This design comes from an exercise in tuning for small area, a short achievable clock period and few clock cycles per item on the open sky130 flow, not from production work. At most, simulation tests tie the RTL to the original design; equivalence was not proved.

Setup of run 1:
==> flow/design.v (excerpt) <==
module matrixMultiplier(input st, rst, clk, input [7:0] data_in, output done, output [7:0] dataout);
  reg run, wt, done_r;
  reg [3:0] u;             
  reg [2:0] ph;            
  wire start = wt & ~st;
  always @(posedge clk or posedge rst)
    if (rst) begin run <= 1'b0; wt <= 1'b0; done_r <= 1'b0; end
    else begin
      wt <= wt ? st : (~run & st);
      run <= start | (run & ~((u == 4'd15) & ph[0]));    
      done_r <= run & (u == 4'd5) & ph[2];               
    end
  assign done = done_r;
  always @(posedge clk) begin
    u <= start ? 4'd0 : u + {3'd0, ph[2]};
    ph <= start ? 3'b001 : {ph[1:0], ph[2]};    
  end
  reg [7:0] ra0,ra1,ra2,ra3,ra4,ra5,ra6,ra7,ra8;
  reg [7:0] rb0,rb1,rb2,rb3,rb4,rb5,rb6,rb7,rb8;
  wire lda = (u < 4'd3);                 
  wire ldb = (u >= 4'd3) & (u < 4'd6);   
  always @(posedge clk) begin
    ra0 <= lda ? data_in : ra8;
    {ra8,ra7,ra6,ra5,ra4,ra3,ra2,ra1} <= {ra7,ra6,ra5,ra4,ra3,ra2,ra1,ra0};
    rb0 <= ldb ? data_in : rb8;
    {rb8,rb7,rb6,rb5,rb4,rb3,rb2,rb1} <= {rb7,rb6,rb5,rb4,rb3,rb2,rb1,rb0};
  end
  reg [2:0] sa;
  reg [4:0] sb;
  wire ke = ph[1];
  always @(posedge clk) begin
    if (start) begin sa <= 3'd2; sb <= 5'd4; end
    else begin
      if (ke & ~sb[2]) sa <= {sa[1:0], sa[2]};
      sb <= ke ? {sb[1], sb[0], sb[2], 2'b00} : {1'b0, sb[4:1]};
    end
  end
  reg [7:0] ar, br;
  always @(posedge clk) begin
    ar <= ({8{sa[0]}} & ra1) | ({8{sa[1]}} & ra4) | ({8{sa[2]}} & ra7);
    br <= ({8{sb[0]}} & rb0) | ({8{sb[1]}} & rb2) | ({8{sb[2]}} & rb4) | ({8{sb[3]}} & rb6) | ({8{sb[4]}} & rb8);
  end
  wire pp0_0 = ar[0] & br[0];
  wire pp0_1 = ar[1] & br[0];
  wire pp0_2 = ar[2] & br[0];
  wire pp0_3 = ar[3] & br[0];
  wire pp0_4 = ar[4] & br[0];
  wire pp0_5 = ar[5] & br[0];
  wire pp0_6 = ar[6] & br[0];
  wire pp0_7 = ar[7] & br[0];
  wire pp1_0 = ar[0] & br[1];
  wire pp1_1 = ar[1] & br[1];
  wire pp1_2 = ar[2] & br[1];
  wire pp1_3 = ar[3] & br[1];
  wire pp1_4 = ar[4] & br[1];
  wire pp1_5 = ar[5] & br[1];
  ...
export LEC_CHECK = 0
export ABC_CLOCK_PERIOD_IN_PS = 3000
export CAP_MARGIN = 20
export CORE_MARGIN = 2
export CORE_UTILIZATION = 40
export CTS_BUF_LIST = sky130_fd_sc_hd__clkbuf_16
export CTS_CLUSTER_DIAMETER = 100
export CTS_CLUSTER_SIZE = 30
export SLEW_MARGIN = 20
create_clock -name core_clock -period 10.0 [get_ports {clk}]
standard.sh (not shown) runs the stock make flow with config.mk's settings and CLKGATE_MAP_FILE= SYNTH_SCRIPT=/design/flow/synth_recipe.tcl, a recipe that flattens the netlist after the stock synthesis.
==> flow/flow/run.sh <==
#!/bin/bash
# Own layout flow: the standard ORFS flow (standard.sh, unchanged synthesis),
# with the port buffers made of sky130_fd_sc_hd__buf_2 instead of the default
# delay-cell buffers and a larger setup-repair margin.  Every make step writes
# its own log under orfs/logs/; make's own output goes to standard.log.
set -euo pipefail
export BUFFER_PORTS_ARGS="-buffer_cell sky130_fd_sc_hd__buf_2"
export SETUP_SLACK_MARGIN=7.0
bash standard.sh > standard.log 2>&1
Testbench counts of run 1, summed over its fixed seeds: cycles 7,680, items 160.
--- input diff run 1..run 2 ---
--- a/flow/design.v
+++ b/flow/design.v
@@ -1,40 +1,40 @@
 module matrixMultiplier(input st, rst, clk, input [7:0] data_in, output done, output [7:0] dataout);
   reg run, wt, done_r;
-  reg [3:0] u;             
+  reg [5:0] t;             
   reg [2:0] ph;            
   wire start = wt & ~st;
   always @(posedge clk or posedge rst)
     if (rst) begin run <= 1'b0; wt <= 1'b0; done_r <= 1'b0; end
     else begin
       wt <= wt ? st : (~run & st);
-      run <= start | (run & ~((u == 4'd15) & ph[0]));    
-      done_r <= run & (u == 4'd5) & ph[2];               
+      run <= start | (run & (t != 6'd45));
+      done_r <= run & (t == 6'd17);
     end
   assign done = done_r;
   always @(posedge clk) begin
-    u <= start ? 4'd0 : u + {3'd0, ph[2]};
+    t <= start ? 6'd0 : t + 6'd1;
     ph <= start ? 3'b001 : {ph[1:0], ph[2]};    
   end
   reg [7:0] ra0,ra1,ra2,ra3,ra4,ra5,ra6,ra7,ra8;
   reg [7:0] rb0,rb1,rb2,rb3,rb4,rb5,rb6,rb7,rb8;
-  wire lda = (u < 4'd3);                 
-  wire ldb = (u >= 4'd3) & (u < 4'd6);   
+  wire lda = (t < 6'd9);
+  wire ldb = (t >= 6'd9) & (t < 6'd18);
   always @(posedge clk) begin
     ra0 <= lda ? data_in : ra8;
     {ra8,ra7,ra6,ra5,ra4,ra3,ra2,ra1} <= {ra7,ra6,ra5,ra4,ra3,ra2,ra1,ra0};
     rb0 <= ldb ? data_in : rb8;
     {rb8,rb7,rb6,rb5,rb4,rb3,rb2,rb1} <= {rb7,rb6,rb5,rb4,rb3,rb2,rb1,rb0};
   end
   reg [2:0] sa;
   reg [4:0] sb;
   wire ke = ph[1];
   always @(posedge clk) begin
-    if (start) begin sa <= 3'd2; sb <= 5'd4; end
+    if (start) begin sa <= 3'b010; sb <= 5'b00100; end
     else begin
       if (ke & ~sb[2]) sa <= {sa[1:0], sa[2]};
       sb <= ke ? {sb[1], sb[0], sb[2], 2'b00} : {1'b0, sb[4:1]};
     end
   end
   reg [7:0] ar, br;
   always @(posedge clk) begin
     ar <= ({8{sa[0]}} & ra1) | ({8{sa[1]}} & ra4) | ({8{sa[2]}} & ra7);
@@ -192,18 +192,17 @@
   reg [13:0] cs1;
   always @(posedge clk) begin
     cs0 <= {pp7_7, n82, n80, n78, n76, n74, n72, n70, n68, n66, n64, n62, pp2_0, pp0_1, pp0_0};
     cs1 <= {n84, n83, n81, n79, n77, n75, n73, n71, n69, n67, n65, n63, n61, pp1_0};
   end
   wire [15:0] x0 = {1'b0, cs0[14], cs0[13], cs0[12], cs0[11], cs0[10], cs0[9], cs0[8], cs0[7], cs0[6], cs0[5], cs0[4], cs0[3], cs0[2], cs0[1], cs0[0]};
   wire [15:0] x1 = {1'b0, cs1[13], cs1[12], cs1[11], cs1[10], cs1[9], cs1[8], cs1[7], cs1[6], cs1[5], cs1[4], cs1[3], cs1[2], cs1[1], cs1[0], 1'b0};
   reg [16:0] acc;
-  reg [7:0] lo, mid;       
-  reg [1:0] hi;
+  reg [17:0] res;
   wire last = ph[0];       
   wire [17:0] sum;
   wire s0 = acc[0] ^ x0[0] ^ x1[0];
   wire c0 = (acc[0] & x0[0]) | (acc[0] & x1[0]) | (x0[0] & x1[0]);
   wire s1 = acc[1] ^ x0[1] ^ x1[1];
   wire c1 = (acc[1] & x0[1]) | (acc[1] & x1[1]) | (x0[1] & x1[1]);
   wire s2 = acc[2] ^ x0[2] ^ x1[2];
   wire c2 = (acc[2] & x0[2]) | (acc[2] & x1[2]) | (x0[2] & x1[2]);
@@ -342,14 +341,12 @@
   assign sum[12] = kp12_0 ^ kG11_17;
   assign sum[13] = kp13_0 ^ kG12_27;
   assign sum[14] = kp14_0 ^ kG13_20;
   assign sum[15] = kp15_0 ^ kG14_28;
   assign sum[16] = kp16_0 ^ kG15_16;
   assign sum[17] = kp17_0 ^ kG16_29;
   always @(posedge clk) begin
     acc <= last ? 17'd0 : sum[16:0];
-    lo <= last ? sum[7:0] : mid;
-    mid <= last ? sum[15:8] : {6'd0, hi};
-    hi <= sum[17:16];
+    res <= last ? sum : {8'd0, res[17:8]};
   end
-  assign dataout = lo;
+  assign dataout = res[7:0];
 endmodule
## What came out
Compare run 1 and run 2 | flip-flop and latch count after synthesis lower: run 1. Higher share of the clock period used by the worst path among run 1 and run 2: run 1. Summary of run 2 over run 1: global routing met3 resource utilization has remained practically unchanged; final worst hold slack now sits higher. When the final numbers for run 1 and run 2 were put side by side, the xor/xnor cell area share of the yosys netlist turned out to be smaller in run 1. Combined area of the multi-input logic cells sits higher in run 2 than in run 1.
The RTL of run 2 was laid out without a check of its function.

afterwards: timing with drivers on the ports:
In the flow no input, the clock included, has a driving cell. The finished layouts below were timed again as built, in two steps.
Step 1, drivers: a clkbuf_16 drives clk and a buf_2 each remaining input, both assumed.
Step 2 times the ports against the registers' clock, not the clock port: input delays grow and output delays shrink by t, the midpoint of the rising clock arrivals with the driver on.
Slacks: ideal / step 1 / step 2; pairs: ideal / step 1.
run | t, ns | setup WS [ns] | hold WS [ns] | slew at the worst register clock pin (ns)
run 1 | 0.504 | 7.017 / 6.978 / 7.130 | 0.301 / 0.301 / 0.301 | 0.11 / 0.11
run 2 | 0.518 | 7.034 / 6.991 / 7.095 | 0.325 / 0.325 / 0.325 | 0.11 / 0.11
After both steps setup and hold are still met in every run listed.
